What follows belongs to an exercise in optimizing a design on an open flow for small area; a production flow would make more cautious choices.
Function was checked by simulation only, so behaviour that the tests miss may differ from the original.
Power is estimated from default activity; no workload was simulated.

==> flow/design.v <==
module i2c_master(clk, rst, newd, op, addr, dout, busy, done, sda, stretching, data_bit,
	sda_drv, scl_drv, pulse_o, sub0_o, sub1_o, bit_end_o, state_o, bit_count_o, add_o);
input clk,rst,op,newd;
input [6:0] addr;
output [7:0] dout;
input sda;
input stretching;
input data_bit;
output sda_drv;
output scl_drv;
output reg done;
output busy;
output [1:0] pulse_o;
output sub0_o, sub1_o, bit_end_o;
output [3:0] state_o;
output [3:0] bit_count_o;
output [7:0] add_o;
localparam IDLE = 4'd0, START = 4'd1, WRITE_ADD = 4'd2, ACK_1 = 4'd3, WRITE_DATA = 4'd4,
	ACK_2 = 4'd5, STOP = 4'd6, MASTER_NACK = 4'd7, READ_DATA = 4'd8;
reg [3:0] state;
localparam [6:0] SUB0 = 7'd1, SUB1 = 7'd2, SUB_END = 7'd93;
reg sda_t, scl_t, scl_en;
reg [1:0] pulse;
reg [6:0] sub;
wire sub_end = (sub == SUB_END);
wire bit_end = sub_end && (pulse == 2'd3);
always @(posedge clk) begin
	if(rst || state == IDLE) begin
		pulse <= 0;
		sub <= SUB0;
	end
	else if(sub_end) begin
		pulse <= pulse + 1'b1;
		sub <= SUB0;
	end
	else
		sub <= {sub[5:0], sub[6] ^ sub[5]};
end
reg [7:0] rx_data;
reg [7:0] add;
reg sda_en;
reg [3:0] bit_count;
always@(posedge clk)
	if(state == IDLE && newd) begin
		add <= {addr,op};
	end
always@(posedge clk) begin
	if(rst) begin
		state <= IDLE;
		bit_count <= 0;
		sda_t <= 0;
		scl_t <= 0;
		scl_en <= 1;
		done <= 0;
		sda_en <= 0;
		rx_data <= 0;
	end
	else
		case(state) 
			IDLE: begin
				done <= 0;
				if(newd)
					state <= START;
			end
			START: begin
				sda_en <= 1'b1;
				scl_t <= 1;
				sda_t <= ~pulse[1];
				if(bit_end) begin
					state <= WRITE_ADD;
					scl_t <= 0;
				end
			end 
			WRITE_ADD: begin
				if(~bit_count[3]) begin
					scl_t <= pulse[1];
					case(pulse) 
					0: sda_t <= 1'b0;
					1: sda_t <= add[~bit_count[2:0]];
					default: ;
					endcase
					if(bit_end) begin
						bit_count <= bit_count + 1;
						scl_t <= 0;
					end
				end
				else begin
					bit_count <= 0;
					state <= ACK_1;
					scl_t <= 0;
					sda_en <= 0;
				end
			end
			ACK_1: begin
				sda_en <= 0;
				case(pulse) 
					0: scl_en <= 0;
					1: begin 
						scl_en <= 1;
						sda_t<= 1'b0;
						scl_t <= 1'b0;
					end
					default: begin 
						scl_en <= 1;
						scl_t <= ~stretching;
					end
				endcase
				if(bit_end && !stretching) begin
					state <= add[0] ? READ_DATA : WRITE_DATA;
					sda_en <= ~add[0];
					scl_t <= 0;
					bit_count <= 0;
				end
			end
			WRITE_DATA: begin
				sda_en <= 1'b1;
				if(~bit_count[3]) begin
					scl_t <= pulse[1];
					case(pulse) 
						0: sda_t <= 1'b0;
						1: sda_t <= data_bit;
						default: ;
					endcase
					if(bit_end) begin
						bit_count <= bit_count + 1;
						scl_t <= 0;
					end
				end
				else begin
					state <= ACK_2;
					bit_count <= 0;
					sda_en <= 0;
				end
			end
			READ_DATA: begin
				sda_en <= 0;
				if(~bit_count[3]) begin
					scl_t <= pulse[1];
					if(pulse[1] == 1'b0) sda_t <= 1'b0;
					if(pulse == 2'd2 && sub == SUB0) rx_data <= {rx_data[6:0],sda};
					if(bit_end) begin
						bit_count <= bit_count + 1;
						scl_t <= 0;
					end
				end
				else begin
					state <= MASTER_NACK;
					bit_count <= 0;
					sda_en <= 1;
				end
			end
			ACK_2: begin
				sda_en <= 0;
				scl_t <= pulse[1];
				if(pulse != 2'd3) sda_t <= 1'b0;
				if(bit_end) begin
					scl_t <= 1;
					sda_t <= 0;
					state <= STOP;
					sda_en <= 1;
				end
			end
			MASTER_NACK: begin
				sda_en <= 1;
				scl_t <= pulse[1];
				sda_t <= 1'b1;
				if(bit_end) begin
					scl_t <= 1;
					sda_t <= 0;
					state <= STOP;
				end
			end
			STOP: begin
				scl_t <= 1;
				sda_t <= pulse[1];
				if(bit_end) begin
					state <= IDLE;
					done <= 1;
					sda_en <= 1;
					scl_t <= 0;
				end
			end
			default: ;
		endcase
end
assign sda_drv = ~sda_en | sda_t;
assign scl_drv = ~scl_en | scl_t;
assign dout = rx_data;
assign busy = (state != IDLE);
assign pulse_o = pulse;
assign sub0_o = (sub == SUB0);
assign sub1_o = (sub == SUB1);
assign bit_end_o = bit_end;
assign state_o = state;
assign bit_count_o = bit_count;
assign add_o = add;
endmodule
module i2c_Slave(clk, rst, stretch, newd, din, pulse, sub0, sub1, bit_end, mstate, bit_count, add,
	stretching, data_bit, sda_drv, scl_drv, ack_err);
input clk, rst, stretch, newd;
input [7:0] din;
output data_bit;
input [1:0] pulse;
input sub0, sub1, bit_end;
input [3:0] mstate;
input [3:0] bit_count;
input [7:0] add;
output reg stretching;
output sda_drv, scl_drv;
output reg ack_err;
localparam IDLE = 4'd0, START = 4'd1, WRITE_ADD = 4'd2, ACK_1 = 4'd3, WRITE_DATA = 4'd4,
	ACK_2 = 4'd5, STOP = 4'd6, MASTER_NACK = 4'd7, READ_DATA = 4'd8;
wire bit8 = bit_count[3];
wire s_read_addr   = (mstate == WRITE_ADD);
wire s_wait_p      = (mstate == START) && pulse[1] && !(pulse == 2'd2 && (sub0 || sub1));
wire s_wait_str    = (mstate == ACK_1) && stretching;
wire s_send_ack1   = (mstate == ACK_1) && !stretching;
wire s_send_data   = (mstate == READ_DATA);
wire s_read_data   = (mstate == WRITE_DATA);
wire s_send_ack2   = (mstate == ACK_2);
wire s_master_ack  = (mstate == MASTER_NACK);
wire s_detect_stop = (mstate == STOP);
wire s_idle = !(s_wait_p | s_read_addr | (mstate == ACK_1) | s_send_data | s_read_data |
	s_send_ack2 | s_master_ack | s_detect_stop);
reg [6:0] pos;
reg scrub;
reg [127:0] ring [0:7];
wire hit = (pos == add[7:1]);
wire wr = hit && s_send_ack2;
wire [7:0] init = {1'b0, pos};
integer b;
always@(posedge clk) begin
	if(rst) begin
		pos <= 0;
		scrub <= 1;
	end
	else begin
		pos <= {pos[5:0], pos[6] ^ pos[5] ^ (pos[5:0] == 6'd0)};
		if(pos == 7'd64) scrub <= 0;
	end
	for(b = 0; b < 8; b = b + 1)
		ring[b] <= {scrub ? init[b] : wr ? data[b] : ring[b][0], ring[b][127:1]};
end
reg [7:0] data;
always@(posedge clk)
	if(mstate == IDLE) begin
		if(newd)
			data <= din;
	end
	else if(hit && add[0])
		for(b = 0; b < 8; b = b + 1)
			data[b] <= ring[b][0];
assign data_bit = data[~bit_count[2:0]];
always@(posedge clk)
	if((s_read_addr && bit8) || (s_wait_str && bit_end))
		stretching <= stretch;
reg sda_en, sda_t;
always@(posedge clk) begin
	if(rst) begin
		ack_err <= 0;
		sda_en <= 0;
		sda_t <= 0;
	end
	else begin
		if(s_idle)
			sda_en <= 0;
		if(s_read_addr) begin
			sda_en <= 0;
			if(bit8 && !stretch)
				sda_en <= 1;
		end
		if(s_wait_str) begin
			if(bit_end && !stretch)
				sda_en <= 1;
		end
		if(s_send_ack1) begin
			sda_en <= 1;
			if(pulse == 2'd0)
				sda_t <= 0;
		end
		if(s_send_data) begin
			sda_en <= ~bit8;
			if(~bit8 && pulse == 2'd1 && sub0) sda_t <= data_bit;
		end
		if(s_read_data)
			sda_en <= bit8;
		if(s_send_ack2) begin
			sda_en <= ~bit_end;
			if(pulse == 2'd0) sda_t <= 0;
		end
		if(s_master_ack) begin
			if(bit_end) begin
				sda_en <= 0;
				ack_err <= 1;
			end
		end
		if(s_detect_stop)
			sda_en <= 0;
	end
end
assign sda_drv = ~sda_en | sda_t;
assign scl_drv = ~s_wait_str;
endmodule
`timescale 1ns / 1ps
module i2c_top(
input clk, rst, newd, op, stretch,
input [6:0] addr,
input [7:0] din,
output [7:0] dout,
output busy,ack_err,
output done,
output sda, scl
);
wire [1:0] pulse;
wire sub0, sub1, bit_end;
wire [3:0] state;
wire [3:0] bit_count;
wire [7:0] add;
wire data_bit;
wire stretching;
wire sda_m, scl_m, sda_s, scl_s;
i2c_master master (.clk(clk), .rst(rst), .newd(newd), .op(op), .addr(addr), .data_bit(data_bit),
	.dout(dout), .busy(busy), .done(done), .sda(sda), .stretching(stretching),
	.sda_drv(sda_m), .scl_drv(scl_m), .pulse_o(pulse), .sub0_o(sub0), .sub1_o(sub1), .bit_end_o(bit_end), .state_o(state),
	.bit_count_o(bit_count), .add_o(add));
i2c_Slave slave (.clk(clk), .rst(rst), .stretch(stretch), .newd(newd), .din(din), .pulse(pulse), .sub0(sub0), .sub1(sub1), .bit_end(bit_end),
	.mstate(state), .bit_count(bit_count), .add(add), .data_bit(data_bit),
	.stretching(stretching), .sda_drv(sda_s), .scl_drv(scl_s), .ack_err(ack_err));
assign sda = sda_m & sda_s;
assign scl = scl_m & scl_s;
endmodule
export LEC_CHECK = 0
export ABC_AREA = 1
export CAP_MARGIN = 20
export CORE_MARGIN = 2
export CORE_UTILIZATION = 40
export SLEW_MARGIN = 20
create_clock -name core_clock -period 10.0 [get_ports {clk}]
standard.sh (not shown) runs the stock make flow with config.mk's settings and CLKGATE_MAP_FILE= SYNTH_SCRIPT=/design/flow/synth_recipe.tcl, a recipe that flattens the netlist after the stock synthesis.
==> flow/flow/run.sh <==
#!/bin/bash
# The standard ORFS layout with three changes:
#  - synthesis maps logic with an area-oriented ABC script (flow/area.abc);
#  - a lighter clock tree: small buffers, no dummy loads;
#  - the smallest buffer on the ports.
set -uo pipefail
HERE=$(pwd)
export AREA_ABC_SCRIPT=$HERE/flow/area.abc
export CTS_ARGS="-sink_clustering_enable -repair_clock_nets -dont_use_dummy_load -buf_list sky130_fd_sc_hd__clkbuf_4 -sink_clustering_size 12 -sink_clustering_max_diameter 40"
export BUFFER_PORTS_ARGS="-buffer_cell sky130_fd_sc_hd__buf_1"
cat flow/synth_abc.tcl synth_recipe.tcl > area_synth.tcl
sed "s#SYNTH_SCRIPT=[^ ]*#SYNTH_SCRIPT=$HERE/area_synth.tcl#" standard.sh > area_standard.sh
bash area_standard.sh > standard.log 2>&1
==> flow/flow/area.abc <==
strash
dch -f
amap
topo
==> flow/flow/synth_abc.tcl <==
# Run ORFS's abc step with an area-oriented script (flow/area.abc) in place
# of ORFS's own; everything else in the standard flow's synthesis stays as it is.
proc abc {args} {
  set i [lsearch -exact $args -script]
  if { $i >= 0 } { set args [lreplace $args $i [expr {$i + 1}] -script $::env(AREA_ABC_SCRIPT)] }
  yosys abc {*}$args
}
Edit:
==> flow/flow/area.abc (replaced) <==
strash
&get -n
&deepsyn -T 60
&put
dch -f
amap
topo
After rerunning: The changed run went through all stages and came out clean. Global-route usage came out higher by 0.11 points. Cell count hardly moves. Setup slack loses 0.017 ns. Register-to-register slack gains 0.51 ns.
Edit:
==> flow/flow/run.sh (replaced) <==
#!/bin/bash
# Standard ORFS layout, with a lighter clock tree (no dummy loads, chosen
# buffer and cluster size) and the smallest buffer on the ports.
set -uo pipefail
export CTS_ARGS="-sink_clustering_enable -repair_clock_nets -dont_use_dummy_load -buf_list sky130_fd_sc_hd__clkbuf_8 -sink_clustering_size 22 -sink_clustering_max_diameter 45"
export BUFFER_PORTS_ARGS="-buffer_cell sky130_fd_sc_hd__buf_1"
bash standard.sh > standard.log 2>&1
ABC_AREA = default   (was 1)
removed: flow/flow/area.abc
removed: flow/flow/synth_abc.tcl
What happened: The new run finished with timing, DRC and antenna clean. Total power rises by a little under a tenth. Via count came out lower slightly. Wire length is about the same. Setup slack improves by 0.49 ns. Design area went up by a few percent.

## re-timing with driven ports
The results above use ideal ports. As a check the final layouts listed here were re-extracted and re-timed, cells and wires unchanged.
Step 1, drivers: a clkbuf_16 drives clk and a buf_2 each remaining input, both assumed.
Step 2 also shifts input and output timing later by t, the mid clock arrival at the registers, as if the neighbouring blocks saw the same clock.
Slacks: no drivers / after step 1 / after step 2; pairs: no drivers / after step 1.
| run | shift t [ns] | setup WS [ns] | latest minus earliest clock arrival (ns) |
|---|---|---|---|
| the first run | 0.850 | 5.156 / 5.105 / 5.955 | 0.108 / 0.108 |
| the second run | 0.848 | 5.139 / 5.092 / 5.939 | 0.113 / 0.113 |
| the third run | 0.672 | 5.631 / 5.580 / 6.252 | 0.105 / 0.104 |
After both steps setup and hold are still met in every run listed.
